Source: an optimization exercise on an open RTL-to-GDS flow (aim: small area, a short achievable clock period and few clock cycles per item). Production flows keep margins and buffers that such runs may drop. At most, simulation tests tie the RTL to the original design; equivalence was not proved. Function not checked in run 2: the RTL went through the layout flow alone.

### config.mk
export PLATFORM = sky130hd
export DESIGN_NAME = seqpolar
export DESIGN_NICKNAME = seqpolar
export VERILOG_FILES = /design/flow/design.v
export SDC_FILE = /design/flow/constraint.sdc
export NUM_CORES = 4
export LEC_CHECK = 0
export CAP_MARGIN = 20
export CORE_MARGIN = 2
export CORE_UTILIZATION = 40
export SLEW_MARGIN = 20
### design.v
`default_nettype	none
module	seqpolar(i_clk, i_reset, i_stb, i_xval, i_yval, i_aux, o_busy,
		o_done, o_mag, o_phase, o_aux);
	localparam	IW=29,	 
			OW=26, 
			NSTAGES=33,
			XTRA= 3, 
			WW=35,	 
			PW=36;	 
	input	wire	i_clk, i_reset, i_stb;
	input	wire	signed	[(IW-1):0]	i_xval, i_yval;
	output	wire				o_busy;
	output	reg				o_done;
	output	reg	signed	[(OW-1):0]	o_mag;
	output	reg		[(OW-1):0]	o_phase;
	input	wire				i_aux;
	output	reg				o_aux;
	wire	signed [(WW-1):0]	e_xval, e_yval;
	assign	e_xval = { {(2){i_xval[(IW-1)]}}, i_xval, {(WW-IW-2){1'b0}} };
	assign	e_yval = { {(2){i_yval[(IW-1)]}}, i_yval, {(WW-IW-2){1'b0}} };
	reg	signed	[(WW-1):0]	xv, yv, prex, prey;
	reg		[(PW-1):0]	ph, preph;
	reg		aux;
	always @(posedge i_clk)
	if (i_reset)
		aux <= 0;
	else if ((i_stb)&&(!o_busy))
		aux <= i_aux;
	always @(posedge i_clk)
		case({i_xval[IW-1], i_yval[IW-1]})
		2'b01: begin  
			prex <=  e_xval - e_yval;
			prey <=  e_xval + e_yval;
			preph <= 36'he00000000;
			end
		2'b10: begin  
			prex <= -e_xval + e_yval;
			prey <= -e_xval - e_yval;
			preph <= 36'h600000000;
			end
		2'b11: begin  
			prex <= -e_xval - e_yval;
			prey <=  e_xval - e_yval;
			preph <= 36'ha00000000;
			end
		default: begin  
			prex <=  e_xval + e_yval;
			prey <= -e_xval + e_yval;
			preph <= 36'h200000000;
			end
		endcase
	reg	[35:0]	cangle;
	always @(posedge i_clk)
		case(state)
		6'd0: cangle <= 36'h12e40_51da;  
		6'd1: cangle <= 36'h09fb3_85b5;  
		6'd2: cangle <= 36'h05111_1d41;  
		6'd3: cangle <= 36'h028b0_d430;  
		6'd4: cangle <= 36'h0145d_7e15;  
		6'd5: cangle <= 36'h00a2f_61e5;  
		6'd6: cangle <= 36'h00517_c551;  
		6'd7: cangle <= 36'h0028b_e534;  
		6'd8: cangle <= 36'h00145_f2eb;  
		6'd9: cangle <= 36'h000a2_f980;  
		6'd10: cangle <= 36'h00051_7cc1;  
		6'd11: cangle <= 36'h00028_be60;  
		6'd12: cangle <= 36'h00014_5f30;  
		6'd13: cangle <= 36'h0000a_2f98;  
		6'd14: cangle <= 36'h00005_17cc;  
		6'd15: cangle <= 36'h00002_8be6;  
		6'd16: cangle <= 36'h00001_45f3;  
		6'd17: cangle <= 36'h00000_a2f9;  
		6'd18: cangle <= 36'h00000_517c;  
		6'd19: cangle <= 36'h00000_28be;  
		6'd20: cangle <= 36'h00000_145f;  
		6'd21: cangle <= 36'h00000_0a2f;  
		6'd22: cangle <= 36'h00000_0517;  
		6'd23: cangle <= 36'h00000_028b;  
		6'd24: cangle <= 36'h00000_0145;  
		6'd25: cangle <= 36'h00000_00a2;  
		6'd26: cangle <= 36'h00000_0051;  
		6'd27: cangle <= 36'h00000_0028;  
		6'd28: cangle <= 36'h00000_0014;  
		6'd29: cangle <= 36'h00000_000a;  
		6'd30: cangle <= 36'h00000_0005;  
		6'd31: cangle <= 36'h00000_0002;  
		6'd32: cangle <= 36'h00000_0001;  
		6'd33: cangle <= 36'h00000_0000;  
		6'd34: cangle <= 36'h00000_0000;  
		6'd35: cangle <= 36'h00000_0000;  
		6'd36: cangle <= 36'h00000_0000;  
		default: cangle <= 36'h0;
		endcase
	reg		idle, pre_valid;
	reg	[5:0]	state;
	wire	last_state;
	assign	last_state = (state >= 34);
	always @(posedge i_clk)
	if (i_reset)
		idle <= 1'b1;
	else if (i_stb)
		idle <= 1'b0;
	else if (last_state)
		idle <= 1'b1;
	always @(posedge i_clk)
	if (i_reset)
		pre_valid <= 1'b0;
	else
		pre_valid <= (i_stb)&&(idle);
	always @(posedge i_clk)
	if (i_reset)
		state <= 0;
	else if (idle)
		state <= 0;
	else if (last_state)
		state <= 0;
	else
		state <= state + 1;
	always @(posedge i_clk)
	if (pre_valid)
	begin
		xv <= prex;
		yv <= prey;
		ph <= preph;
	end else if (yv[(WW-1)])  
	begin
		xv <= xv - (yv>>>state);
		yv <= yv + (xv>>>state);
		ph <= ph - cangle;
	end else begin
		xv <= xv + (yv>>>state);
		yv <= yv - (xv>>>state);
		ph <= ph + cangle;
	end
	always @(posedge i_clk)
	if (i_reset)
		o_done <= 1'b0;
	else
		o_done <= (last_state);
	wire	[(WW-1):0]	final_mag;
	assign	final_mag = xv + $signed({{(OW){1'b0}},
				xv[(WW-OW)],
				{(WW-OW-1){!xv[WW-OW]}}});
	always @(posedge i_clk)
	if (last_state)
	begin
		o_mag   <= final_mag[(WW-2):(WW-OW-1)];   
		o_phase <= ph[(PW-1):(PW-OW)];
		o_aux <= aux;
	end
	assign	o_busy = !idle;
	/*verilator lint_off UNUSED*/
	wire	[(WW-OW):0] unused_val;
	assign	unused_val = { final_mag[WW-1], final_mag[(WW-OW-1):0] };
	/*verilator lint_on UNUSED*/
endmodule
### run.sh
#!/bin/bash
# synth_recipe.tcl (not shown) runs the flow's synth.tcl, then flattens the netlist and writes it again
# the make line also repeats each setting of config.mk as NAME=value (left out here)
make -C /OpenROAD-flow-scripts/flow DESIGN_CONFIG=/design/flow/config.mk WORK_HOME=/design/flow/orfs CLKGATE_MAP_FILE= SYNTH_SCRIPT=/design/flow/synth_recipe.tcl finish
### constraint.sdc
create_clock -name core_clock -period 7.0 [get_ports {i_clk}]
set_input_delay 1.4000 -clock core_clock [delete_from_list [all_inputs] [get_ports {i_clk}]]
set_output_delay 1.4000 -clock core_clock [all_outputs]
set_load 0.01 [all_outputs]
==> impl_metrics.ini, run 1 <==
[logic_synthesis]
synth-seq-cells = 265
synthFlopType = dfxtp_1
ys_async_sr_fraction = 0
synth.area.top_cells = dfxtp_1 (15%), ha_1 (11%), xnor2_1 (6.3%)
synth_top_cell_by_area = dfxtp_1
synth_cell_types = 97
synth_edf_count = 53
yosysWarnings = 1
netlist_instances = 3614
synth_area_um2 = 28700
synth.net_count = 3925
ys_seq_area_frac = 0.203
syn-mean-instance-area_um2 = 7.95
yosys.area.top_type_share = 0.148

[setup_path]
critPathMaxStageDelay_ns = 0.58
criticalPathCategory = reg2reg
cp_max_fo = 75
timing.critical_path.buf_inv = 2
critPathCaptureType = flop
cp_slowest_cell = or4_1
cp_top_family = multiplexers
cp_cell_sequence = buf_16 > mux2_2 > mux4_2 > mux2i_1 > mux4_2 > o21ai_0 > nor3_2 > buf_4 > nor2_1 > xnor2_1 > ha_1 > a2111o_1 > a21oi_1 > o21a_1 > a21oi_1 > a21o_1 > or4_1 > a2111oi_1 > or3_1 > o21ai_0 > xnor2_1 > mux2_2
worstPathRequired_ns = 7.48
cp-start-kind = flop
arrival_ns = 7.15

[timing]
fin_crit_ns = 6.67
worst_slack_ns = 0.331
setup_tns_ns = 0
hold_violations = 0
final_max_slew_viol_count = 0
max_slew.worst_pin.slew_ns = 1.05
fin_skew_ns = 0.0170
timing.slew.headroom = 0.303
clock.fmax_mhz = 150
fin_hold_ws_ns = 0.426
setup_viol = 0
rsz0062_at_grt = false
finalCritPeriodShare = 0.953

[clock_network]
clockBufferDepth = 3
cts.hold.buffers_added = 0
htree_levels = 1
clock_latency_ns = 0.60
clk_pin_slew_ns = 0.07
cts_tree = built
clock-sinks = 265
cts-root-buf = clkbuf_16
cts_buffers = 31

[routing]
avgRoutedWirePerCell_um = 22.1
route.detailed.drc = 0
firstDrtPassIters = 6
vias_per_cell = 6.10
drt_iter0_drc = 3147
num_vias = 28700
ant_nets = 0
totalWireLength_mm = 104

[floorplanning]
initial_core_util = 0.403
dieHeight_um = 272
dieArea_um2 = 74000
ioPinCount = 117
die_x_um = 272
coreArea_um2 = 71400
rows = 98

[grt]
grt-ovfl-total = 0
grt_pass1_wl_mm = 158
first_global_vias = 26700
antenna_found_initial = 1
track_usage = 0.270
grt_max_degree = 93

[run]
drv_cap = 0

[status]
status = timing/DRC/antenna clean

[placement]
place_ws_ns = 0.134
dp.final_hpwl_mm = 80.8
gp_congestion = 1.08
io_buffers = 116

[layout]
layout_common_cells = nor2_1 (354), a21oi_1 (326), nand2_1 (319), ha_1 (239), o21ai_0 (221)
drive_above_1_share = 0.104
utilization = 0.458
fin_nets = 4033
final_common_cell = nor2_1
area_growth_pct = 13.7

[hold_path]
worstHoldPathType = reg2reg
## logic make-up after synthesis
kind of cell / Yosys count / share of synthesized area
compound gates: 1161 / 0.266
xor+xnor: 306 / 0.0932
fa+ha+maj: 249 / 0.110
buf+inv: 374 / 0.0532
flops: 265 / 0.203
mux: 170 / 0.0966
simple gates: 1089 / 0.178
## what timing repair did
item / 4_1_cts / 5_1_grt
resized for setup: 0 / 6
endpoints found under the setup margin: 0 / 7
buffers inserted: 0 / 2
## per-layer routing
metal,track usage,share of wire,wire length [µm],vias to the layer above
met4,0.0993,0.040,4140,2
met2,0.438,0.45,46700,1310
met5,0,0.00013,13,-
li1,-,-,-,13600
met1,0.365,0.43,44900,13600
met3,0.0378,0.079,8230,233
## registers in the layout, indices dropped and copies added, names as in the netlist
signal     flops
state          6
preph          2
pre_valid      1
yv            35
o_phase       26
xv            35
aux            1
prex          31
cangle        33
o_aux          1
idle           1
o_mag         26
o_done         1
prey          30
ph            36
## worst min-delay path, cell delays in order, from the launching register on
cell	delay (ns)
dfxtp_1	0.30
nand2_1	0.04
o21ai_0	0.05
## synthesized netlist by cell type (21+ instances only)
cell and instances:
o21a_1 41, buf_1 27, nor2_1 354, dfxtp_1 212
mux2i_1 55, nand2b_1 43, a21oi_1 326, mux2_2 35
xor2_1 98, nor3_1 77, clkbuf_1 152, nand3_1 50
o211ai_1 32, a31oi_1 44, o31ai_1 31, or3_1 34
and2_1 23, and3_1 29, a221oi_1 50, a22oi_1 23
a21o_1 76, nor2b_1 43, buf_2 21, ha_1 242
o21bai_1 33, o21ai_0 222, inv_1 151, mux4_2 69
a211oi_1 39, nand2_1 319, edfxtp_1 53, xnor2_1 208
o22ai_1 39
## per-stage QoR
stage               instances  instance area (µm²)
detailed placement       4637                31500
global route             4697                32700
CTS                      4695                32600
floorplan                3614                28700
global placement         4637                31500
finish                   4698                32700
## worst paths after layout
check / start / to / slack (ns) / cells after the start
min: prex[12] / xv[12] / 0.43 / 2
min reg2reg: prex[12] / xv[12] / 0.43 / 2
max reg2reg: state[1] / yv[34] / 0.33 / 22
max: state[1] / yv[34] / 0.33 / 22
## area by class of cell
class | instances | area, µm²
Sequential cell | 265 | 5860
Antenna cell | 1 | 2.50
Fill cell | 7204 | 38700
Clock inverter | 16 | 160
Timing Repair Buffer | 290 | 2520
Tap cell | 950 | 1190
Clock buffer | 42 | 942
Multi-Input combinational cell | 2975 | 21400
Inverter | 159 | 597
Testbench counts, summed over its fixed seeds: cycles 18,432, items 512.
==> run 2: changes to the inputs <==
==> design.v (replaced) <==
`default_nettype none
module seqpolar(i_clk, i_reset, i_stb, i_xval, i_yval, i_aux, o_busy,
		o_done, o_mag, o_phase, o_aux);
	input	wire		i_clk, i_reset, i_stb;
	input	wire	[28:0]	i_xval, i_yval;
	input	wire		i_aux;
	output	wire		o_busy;
	output	reg		o_done;
	output	wire	[25:0]	o_mag;
	output	wire	[25:0]	o_phase;
	output	reg		o_aux;
	reg		busy;
	reg	[5:0]	k;		 
	reg	[33:0]	xv;		 
	reg	[33:0]	yv;		 
	reg	[35:1]	ph;		 
	wire	sx = i_xval[28], sy = i_yval[28];
	wire	[33:0]	ex = { {1{sx}}, i_xval, 4'b0 };
	wire	[33:0]	ey = { {1{sy}}, i_yval, 4'b0 };
	wire	[33:0]	nsel = sy ? ey : ex;
	wire	[33:0]	neg  = -nsel;
	wire	[33:0]	ld_x = !sx ? ex : (sy ? neg : ey);
	wire	[33:0]	ld_y = !sx ? ey : (sy ? ex : neg);
	wire	[35:1]	ld_p = { !sx, !(sx^sy), 33'h1c7c6e34f };
	wire		d = yv[33];			 
	wire	[33:0]	ysh = $signed(yv) >>> k;
	wire	[33:0]	xsh = xv >> k;
	wire		last = (k == 6'd33);
	wire	[9:0]	x34 = xv[9:0] + {9'b0, d};
	wire		rnd = last && (x34[9] || (x34[7:0] != 8'd0));
	wire	[33:0]	xop = (ysh ^ {34{d}}) | {25'b0, rnd, 8'b0};
	wire	[33:0]	xn = xv + xop + {33'b0, d};
	wire	[33:0]	yn = yv + (xsh ^ {34{!d}}) + {33'b0, !d};
	reg	[34:0]	ang;
	always @(*)
		case (k)
		6'd1: ang = 35'h12e4051da;
		6'd2: ang = 35'h09fb385b5;
		6'd3: ang = 35'h051111d41;
		6'd4: ang = 35'h028b0d430;
		6'd5: ang = 35'h0145d7e15;
		6'd6: ang = 35'h00a2f61e5;
		6'd7: ang = 35'h00517c551;
		6'd8: ang = 35'h0028be534;
		6'd9: ang = 35'h00145f2eb;
		6'd10: ang = 35'h000a2f980;
		6'd11: ang = 35'h000517cc1;
		6'd12: ang = 35'h00028be60;
		6'd13: ang = 35'h000145f30;
		6'd14: ang = 35'h0000a2f98;
		6'd15: ang = 35'h0000517cc;
		6'd16: ang = 35'h000028be6;
		6'd17: ang = 35'h0000145f3;
		6'd18: ang = 35'h00000a2f9;
		6'd19: ang = 35'h00000517c;
		6'd20: ang = 35'h0000028be;
		6'd21: ang = 35'h00000145f;
		6'd22: ang = 35'h000000a2f;
		6'd23: ang = 35'h000000517;
		6'd24: ang = 35'h00000028b;
		6'd25: ang = 35'h000000145;
		6'd26: ang = 35'h0000000a2;
		6'd27: ang = 35'h000000051;
		6'd28: ang = 35'h000000028;
		6'd29: ang = 35'h000000014;
		6'd30: ang = 35'h00000000a;
		6'd31: ang = 35'h000000005;
		6'd32: ang = 35'h000000002;
		6'd33: ang = 35'h000000001;
		default: ang = 35'h0;
		endcase
	wire	[35:1]	pn = ph + (ang & {35{!d}});
	wire	load = i_stb && !busy;
	always @(posedge i_clk)
	begin
		if (load) begin
			xv <= ld_x;
			yv <= ld_y;
			ph <= ld_p;
			k  <= 6'd0;
		end else begin
			xv <= xn;
			yv <= yn;
			ph <= pn;
			k  <= k + 6'd1;
		end
	end
	always @(posedge i_clk)
	if (load)
		o_aux <= i_aux;
	always @(posedge i_clk)
	if (i_reset) begin
		busy   <= 1'b0;
		o_done <= 1'b0;
	end else begin
		o_done <= busy && last;
		if (load)
			busy <= 1'b1;
		else if (last)
			busy <= 1'b0;
	end
	assign	o_busy  = busy;
	assign	o_mag   = xv[33:8];
	assign	o_phase = ph[35:10];
endmodule
==> run 2 against run 1 <==
Net effect: cell area decreased by 44%; critical path depth decreased by 5; utilization decreased by 1.2 points; final cell count decreased by 41%; clock skew decreased by 0.0062 ns; die area decreased by 42%; synthesized area decreased by 42%; largest cell class unchanged.
==> impl_metrics.ini, run 2 <==
[layout]
layout_common_cells = nand2_1 (247), nor2_1 (221), a21oi_1 (200), dfxtp_1 (138), o21ai_0 (133)
regArea_um2 = 2930
largest_register_ffs = 35
multi_input_area_um2 = 12600
utilization = 0.446
diodes = 0
fin_nets = 2381
final_common_cell = nand2_1
area_growth_pct = 9.85
fin_cells = 2751
fill_cells = 4173
reg.largest.list = ph (35), xv (34), yv (34)
drive_above_1_share = 0.0640
largest-register = ph

[timing]
fin_crit_ns = 6.28
setup_viol = 0
clock.fmax_mhz = 159
rsz0062_at_grt = false
hold_violations = 0
final_max_slew_viol_count = 0
timing.slew.headroom = 0.226
fin_skew_ns = 0.0107
setup_tns_ns = 0
fin_hold_ws_ns = 0.502
max_slew.worst_pin.slew_ns = 1.16
finalCritPeriodShare = 0.897

[grt]
first_global_vias = 15500
grt-ovfl-total = 0
grt_pass1_wl_mm = 89.7
track_usage = 0.263
grt_util_met2 = 0.448
globalRouteMet1Util = 0.339
met3_usage = 0.0380
grt_max_degree = 89
busiest_layer = met2
antenna_found_initial = 0

[routing]
totalWireLength_mm = 58.2
num_vias = 16500
vias_per_cell = 5.99
ant_nets = 0
avgRoutedWirePerCell_um = 21.2
firstDrtPassIters = 7
route.detailed.drc = 0
drt_iter0_drc = 1413

[setup_path]
criticalPathCategory = reg2reg
cp-start-kind = flop
reg2reg_from = k[4]
rrSetupSlack_ns = 0.72
r2r-end = xv[18]
critPathCaptureType = flop
worstPathRequired_ns = 7.33
arrival_ns = 6.60
cp_max_fo = 27
reg2reg_depth = 17

[floorplanning]
dieArea_um2 = 43200
ioPinCount = 117
initial_core_util = 0.406
die_x_um = 208
rows = 74
coreArea_um2 = 40900
dieHeight_um = 208

[clock_network]
cts_tree = built
clk_pin_slew_ns = 0.07
cts_buffers = 17
post_cts_buffers = 0
clock_latency_ns = 0.47
clock-sinks = 145
cts.hold.buffers_added = 0
clockBufferDepth = 2
cts_resized = 0
cts-root-buf = clkbuf_16
htree_levels = 4

[logic_synthesis]
synth_cell_types = 78
yosysMostFrequentCell = nand2_1
netlist_instances = 2243
syn-mean-instance-area_um2 = 7.41
synth.area.top_cells = dfxtp_1 (17%), ha_1 (8.3%), a21oi_1 (6.0%)
ys_async_sr_fraction = 0
synth_area_um2 = 16600
synth-seq-cells = 145
synthFlopType = dfxtp_1
synthTopCellsByCount = nand2_1 (247), nor2_1 (221), a21oi_1 (200), dfxtp_1 (144), o21ai_0 (133)
synth.net_count = 2418
yosysWarnings = 1
yosys.area.top_type_share = 0.173
synth_top_cell_by_area = dfxtp_1
synth_edf_count = 1
ys_seq_area_frac = 0.175

[placement]
placed_cells_incl_taps = 2719
dp.final_hpwl_mm = 45.4
gp_congestion = 0.962
io_buffers = 116

[status]
status = timing/DRC/antenna clean

[hold_path]
worstHoldPathType = reg2reg
hold_end = o_done
min_path_cells = 1
min-delay-start = busy

[run]
drv_cap = 0
## run 2: changes by cell type in the layout (fill, tap and decap cells not counted), moves of 46 or more
cell / previous run / this run
a21oi_1: 326 / 200
a221oi_1: 50 / 4
buf_4: 169 / 22
dfxtp_1: 205 / 138
edfxtp_1: 53 / 1
ha_1: 239 / 110
inv_1: 151 / 42
nand2_1: 319 / 247
nor2_1: 354 / 221
o21ai_0: 221 / 133
xnor2_1: 208 / 98
## run 2: critical path, stage by stage, from the launching register on
cell,delay [ns]
dfxtp_2,0.51
nor2_1,0.96
nand2_1,0.60
a211oi_1,0.71
or3_1,0.26
mux2_2,0.35
fa_1,0.41
a21o_1,0.21
a21oi_1,0.31
o21ai_0,0.19
a41o_1,0.34
a211oi_1,0.36
o21ai_0,0.19
a21oi_1,0.19
o21ai_0,0.12
a21oi_1,0.19
xor2_1,0.16
o21ai_0,0.08
## run 2: cell type report
| type | count | area share |
|---|---|---|
| Timing Repair Buffer | 139 | 0.0740 |
| Multi-Input combinational cell | 1856 | 0.690 |
| Clock buffer | 19 | 0.0243 |
| Clock inverter | 13 | 0.00569 |
| Inverter | 47 | 0.00980 |
| Sequential cell | 145 | 0.160 |
| Tap cell | 532 | 0.0365 |
## run 2: layer usage
metal	routed length, µm	vias to the layer above
met5	0	-
met4	1900	0
met3	3100	92
met2	28000	528
met1	25100	7883
li1	-	7967
## run 2: worst max-delay path by stage
| stage | startpoint | endpoint | slack, ns |
|---|---|---|---|
| 2_1_floorplan | k[0] | xv[18] | 1.57 |
| 3_3_place_gp | k[4] | xv[18] | 0.83 |
| 3_5_place_dp | k[4] | xv[18] | 0.89 |
| 4_1_cts | k[4] | xv[18] | 0.86 |
| 5_1_grt | k[4] | xv[18] | 0.36 |
| 6_report | k[4] | xv[18] | 0.72 |
## run 2: logic make-up (layout without fill, tap and decap cells)
group,count (synthesis),count (layout),synth area share
simple gates,732,732,0.200
mux,122,122,0.105
compound gates,693,693,0.263
xor+xnor,196,196,0.103
fa+ha+maj,113,113,0.0864
flops,145,145,0.175
buf+inv,242,218,0.0674
## run 2: stage by stage
step / setup WS (ns) / area (µm²)
final: 0.723 / 18300
after floorplan: 1.57 / 16600
after global routing: 0.358 / 18300
after global placement: 0.829 / 17700
after CTS: 0.859 / 18300
after detailed placement: 0.894 / 17700

-- separate check: timing with driven ports --
The flow's constraints put no driver on any port. The routed layouts listed below were extracted and timed again, unchanged, in two steps. Step 1 sets driving cells, clkbuf_16 on the clock port and buf_2 on the other inputs (assumed; they add their load-dependent delay and slew). Step 2 moves the port delays by t, midway between the first and last clock arrival at a register: inputs arrive t later, outputs are due t later. That takes back most of the time a late clock gives input paths. Three values: no drivers, after step 1, after step 2; two values: the first two.
run	t, ns	setup WS [ns]	worst setup path after step 2	worst data-port slew with drivers (ns)	pins driven straight from the clock port
run 1	0.661	0.331 / 0.331 / 0.217	input to register	0.03	1
run 2	0.520	0.723 / 0.723 / 0.723	register to register	0.05	1
After both steps setup and hold are still met in every run listed. The setup slack of run 1, which loses most, moves by 0.000 ns with the drivers and by -0.114 ns with both steps.
